This design comes from an exercise in tuning for small area and a short achievable clock period on the open sky130 flow, not from production work. At most, simulation tests tie the RTL to the original design; equivalence was not proved. Power is estimated from default activity; no workload was simulated.

==> v12: inputs <==
## FIR
module FIR #
(
    parameter inbit = 11,
    parameter outbit = 23,
    parameter n=32
)
(
    input rst,
    input clk,
    input wire signed [inbit-1:0] infix,
    output reg signed [outbit-1:0] outfix
);
make LEC_CHECK=0 CAP_MARGIN=20 CORE_MARGIN=2 CORE_UTILIZATION=40 CTS_BUF_LIST=sky130_fd_sc_hd__clkbuf_16 CTS_CLUSTER_DIAMETER=100 CTS_CLUSTER_SIZE=25 SETUP_SLACK_MARGIN=2.1 SLEW_MARGIN=20 SYNTH_HIERARCHICAL=1 finish   # period 4.2 ns
run.sh (not shown) runs the stock make flow with config.mk's settings and CLKGATE_MAP_FILE= SYNTH_SCRIPT=/design/flow/synth_recipe.tcl, a recipe that flattens the netlist after the stock synthesis.
==> inputs of v21, as changes to v12 <==
--- a/flow/config.mk
+++ b/flow/config.mk
@@ -10,5 +10,4 @@
 export CORE_UTILIZATION = 40
-export CTS_BUF_LIST = sky130_fd_sc_hd__clkbuf_16
-export CTS_CLUSTER_DIAMETER = 100
-export CTS_CLUSTER_SIZE = 25
+export CTS_BUF_LIST = sky130_fd_sc_hd__clkbuf_8
+export CTS_CLUSTER_SIZE = 16
 export SETUP_SLACK_MARGIN = 2.1
==> summary.txt <==
item                                                                              v21                         v12
Share of cell area taken by flip-flops and latches                              0.407                       0.423
Result of the run                                            timing/DRC/antenna clean    timing/DRC/antenna clean
First-pass iteration count of the detailed router                                   5                           4
Met1 Resource Use GR                                                            0.213                       0.215
Length of routed met2 wiring                                                  30.9 mm                     30.6 mm
Final-layout worst hold slack                                                0.363 ns                    0.371 ns
Violation count after the first detailed-routing iteration                        633                         708
CTS Root Cell                                               sky130_fd_sc_hd__clkbuf_8  sky130_fd_sc_hd__clkbuf_16
Pwr per Cell Area                                                          518 mW/mm²                  473 mW/mm²
# Post-CTS Setup Buffers                                                            3                           6
Multi-input gate share of the layout cell area                                  0.467                       0.485
Area of combinational cells with multiple inputs                           0.0168 mm²                  0.0168 mm²
Period utilization                                                              0.507                       0.507
Non-clock buffer count in the final layout                                         73                          69
Clock-cell share of area                                                       0.0671                      0.0298
Actual transition at the worst max-transition pin                             1.07 ns                    0.947 ns
Combined flip-flop and latch cell area                                     0.0146 mm²                  0.0146 mm²

==> 03-22 <==
FIR, a different RTL version from the one above (not shown whole).
==> flow/design.v (excerpt) <==
module FIR #
(
    parameter inbit = 11,
    parameter outbit = 23,
    parameter n=32
)
(
    input rst,
    input clk,
    input wire signed [inbit-1:0] infix,
    output reg signed [outbit-1:0] outfix
);
clock: 4.2 ns
lec_check: 0
cap_margin: 20
core_margin: 2
core_utilization: 40
cts_buf_list: sky130_fd_sc_hd__clkbuf_16
cts_cluster_diameter: 100
cts_cluster_size: 25
setup_slack_margin: 2.1
slew_margin: 20
synth_hierarchical: 1
==> inputs of 06-21, as changes to 03-22 <==
- SETUP_SLACK_MARGIN: 2.1 -> 2.0
==> results_tabular.tex <==
\begin{tabular}{lr}
\hline
Metric & Value \\
\hline
\multicolumn{2}{l}{\textbf{Routing}} \\
Routed wl met2 & between 30 and 40 mm \\
\multicolumn{2}{l}{\textbf{Cells and area}} \\
Count of clock buffers in the final design & 37 \\
Ant. Diodes & 2 \\
Count of plain and timing-repair buffers in the layout & slightly below 80 \\
Post-layout instance area & 34600 sq um \\
Top library cells by usage in the layout, fill and taps aside & sky130\_fd\_sc\_hd\_\_dfxtp\_1 (585), sky130\_fd\_sc\_hd\_\_fa\_1 (496), sky130\_fd\_sc\_hd\_\_nand2\_1 (262) \\
\multicolumn{2}{l}{\textbf{Hold path}} \\
Hold Path Sink & A9\_17\_0 \\
\multicolumn{2}{l}{\textbf{Power}} \\
Pwr per Cell Area & between 400 and 500 nW/um\^{}2 \\
Switching power total & between 0.004 and 0.005 W \\
Combinational power share & 27.5\% \\
\multicolumn{2}{l}{\textbf{Setup path}} \\
R2R Path Start & U8[5] \\
\multicolumn{2}{l}{\textbf{Timing}} \\
Clock period minus worst slack & approximately 2100 ps \\
Max Clock Freq & 472 MHz \\
\multicolumn{2}{l}{\textbf{Outcome}} \\
Result of the run & finished clean \\
\multicolumn{2}{l}{\textbf{Place}} \\
Final HPWL from detailed placement & about 44 mm \\
\hline
\end{tabular}
Source of the figures above: 03-22

==> results_tabular.tex <==
\begin{tabular}{lr}
\hline
Metric & Value \\
\hline
\multicolumn{2}{l}{\textbf{Power}} \\
Pwr per Cell Area & between 400 and 500 nW/um\^{}2 \\
Internal power of the cells & 0.0114 W \\
Combinational power share & around 27\% \\
Switching power total & about 0.0048 W \\
\multicolumn{2}{l}{\textbf{Routing}} \\
Routed wl met2 & approximately 30 mm \\
\multicolumn{2}{l}{\textbf{Cells and area}} \\
Count of clock buffers in the final design & 36 \\
Post-layout instance area & between 30000 and 40000 sq um \\
\multicolumn{2}{l}{\textbf{Timing}} \\
Clock period minus worst slack & between 2000 and 2500 ps \\
Max Clock Freq & roughly 460 MHz \\
\multicolumn{2}{l}{\textbf{Setup path}} \\
R2R Path Start & U9[8] \\
\multicolumn{2}{l}{\textbf{Hold path}} \\
Hold Path Sink & A6\_0\_0 \\
\multicolumn{2}{l}{\textbf{Place}} \\
Final HPWL from detailed placement & roughly 45 mm \\
\multicolumn{2}{l}{\textbf{Outcome}} \\
Result of the run & finished clean \\
\hline
\end{tabular}
Source of the figures above: 06-21

No run of this note included a check of the RTL's function; only the layout flow was run.

==> 11-01: inputs <==
Another version of the RTL of FIR (not shown whole).
export LEC_CHECK = 0
export CAP_MARGIN = 0
export CORE_MARGIN = 2
export CORE_UTILIZATION = 40
export CTS_BUF_LIST = sky130_fd_sc_hd__clkbuf_16
export CTS_CLUSTER_DIAMETER = 100
export CTS_CLUSTER_SIZE = 25
export SETUP_SLACK_MARGIN = 2.1
export SLEW_MARGIN = 0
export SYNTH_HIERARCHICAL = 1
create_clock -name core_clock -period 4.2 [get_ports {clk}]
==> inputs of 05-20, as changes to 11-01 <==
--- a/flow/config.mk
+++ b/flow/config.mk
@@ -7,3 +7,3 @@
 export LEC_CHECK = 0
-export CAP_MARGIN = 0
+export CAP_MARGIN = 20
 export CORE_MARGIN = 2
@@ -12,5 +12,5 @@
 export CTS_CLUSTER_DIAMETER = 100
-export CTS_CLUSTER_SIZE = 25
-export SETUP_SLACK_MARGIN = 2.1
-export SLEW_MARGIN = 0
+export CTS_CLUSTER_SIZE = 28
+export SETUP_SLACK_MARGIN = 2.05
+export SLEW_MARGIN = 20
 export SYNTH_HIERARCHICAL = 1
==> inputs of 09-17, as changes to 11-01 <==
--- a/flow/config.mk
+++ b/flow/config.mk
@@ -7,3 +7,3 @@
 export LEC_CHECK = 0
-export CAP_MARGIN = 0
+export CAP_MARGIN = 20
 export CORE_MARGIN = 2
@@ -12,5 +12,5 @@
 export CTS_CLUSTER_DIAMETER = 100
-export CTS_CLUSTER_SIZE = 25
+export CTS_CLUSTER_SIZE = 28
 export SETUP_SLACK_MARGIN = 2.1
-export SLEW_MARGIN = 0
+export SLEW_MARGIN = 20
 export SYNTH_HIERARCHICAL = 1
==> comparison table <==
                                                                    09-17           11-01           05-20
Number of gates resized after cts                                     171             165             132
Run status                                                 finished clean  finished clean  finished clean
Area fraction of clock buffers and clock inverters                 0.0234          0.0284          0.0246
Critical path peak fanout                                               6               7               7
Power Total                                                      14400 uW        14700 uW        14400 uW
Reg-to-reg setup timing slack                                     2090 ps         2090 ps         2070 ps
Total of plain and repair buffers excluding clock buffers              97              99              71
Design area                                                     33300 um2       33500 um2       33100 um2
CTS HTree Levels                                                        1               2               1
IR drop worst, VDD                                               0.320 mV        0.293 mV        0.294 mV
Multi-input logic portion of the cell area                          0.480           0.477           0.482
Clock Pin Slew Worst Setup and Hold Paths                          110 ps          100 ps          110 ps
Internal power component                                         10400 uW        10600 uW        10400 uW
Number of buffers and inverters on the critical path                    1               0               0
Post-route met1 wirelength                                       25100 um        24900 um        24900 um
Final layout net count                                               2944            2950            2918
Met3 WL post-DR                                                   1190 um         1260 um         1530 um
Period Utilization, post-route                                      0.503           0.502           0.507
Final design utilization                                            0.447           0.450           0.444
Register share of the cell area                                     0.431           0.429           0.433

==> inputs of v3 <==
FIR again, from the RTL that the note above started with.
Settings: LEC_CHECK=0, CAP_MARGIN=20, CORE_MARGIN=2, CORE_UTILIZATION=40, CTS_BUF_LIST=sky130_fd_sc_hd__clkbuf_16, CTS_CLUSTER_DIAMETER=100, CTS_CLUSTER_SIZE=25, SETUP_SLACK_MARGIN=2.0, SLEW_MARGIN=20, SYNTH_HIERARCHICAL=1; clock period 4.2 ns.
==> v18 (differences from v3) <==
Settings changed: SETUP_SLACK_MARGIN 2.0 to 1.9.
==> v9 (differences from v3) <==
Settings changed: SETUP_SLACK_MARGIN 2.0 to 2.1.
==> summary of the runs <==
Sequential power is about the same in v18 and v9. Wire length, lowest first: v3, v18, v9. Clock skew: v9 < v18 < v3. In area after synthesis, v9 and v18 do not differ. Between v9 and v18, the lower first-iteration DRC count is in v9 (gap about 8%, measured against v18). Total power, lowest first: v3, v18, v9. In synthesized cell count, v9 and v18 do not differ. In flip-flop and latch count, v3 and v9 do not differ. Hold slack: v18 > v3 > v9. Of v18 and v9, v9 has the higher via count (gap 2.8%, measured against v9).

afterwards: timing with drivers on the ports:
In the flow no input, the clock included, has a driving cell. The finished layouts below were timed again as built, in two steps.
Step 1: set_driving_cell puts a clkbuf_16 on clk and a buf_2 on each other input, an assumption about the parent block.
Step 2 adds t to the input delays and takes it off the output delays; t is the mean of the earliest and latest rising clock arrival at the registers after step 1. Input paths then give back, and output paths get back, about the clock's delay inside the block.
a / b / c = no drivers / after step 1 / after step 2; a / b = the first two.
run	shift t [ns]	slack for setup (ns)	worst setup path after step 2
v12	0.633	2.071 / 2.071 / 1.547	input to register
v21	0.760	2.069 / 2.069 / 1.364	input to register
03-22	0.631	2.080 / 2.080 / 1.592	input to register
06-21	0.636	2.022 / 2.022 / 1.452	input to register
11-01	0.633	2.091 / 2.090 / 1.560	input to register
05-20	0.667	2.071 / 2.071 / 1.559	input to register
09-17	0.656	2.087 / 2.087 / 1.539	input to register
v3	0.632	2.058 / 2.058 / 1.562	input to register
v18	0.632	1.965 / 1.965 / 1.403	input to register
v9	0.633	2.091 / 2.090 / 1.560	input to register
After both steps setup and hold are still met in every run listed. The setup slack of v21, which loses most, moves by 0.000 ns with the drivers and by -0.705 ns with both steps.
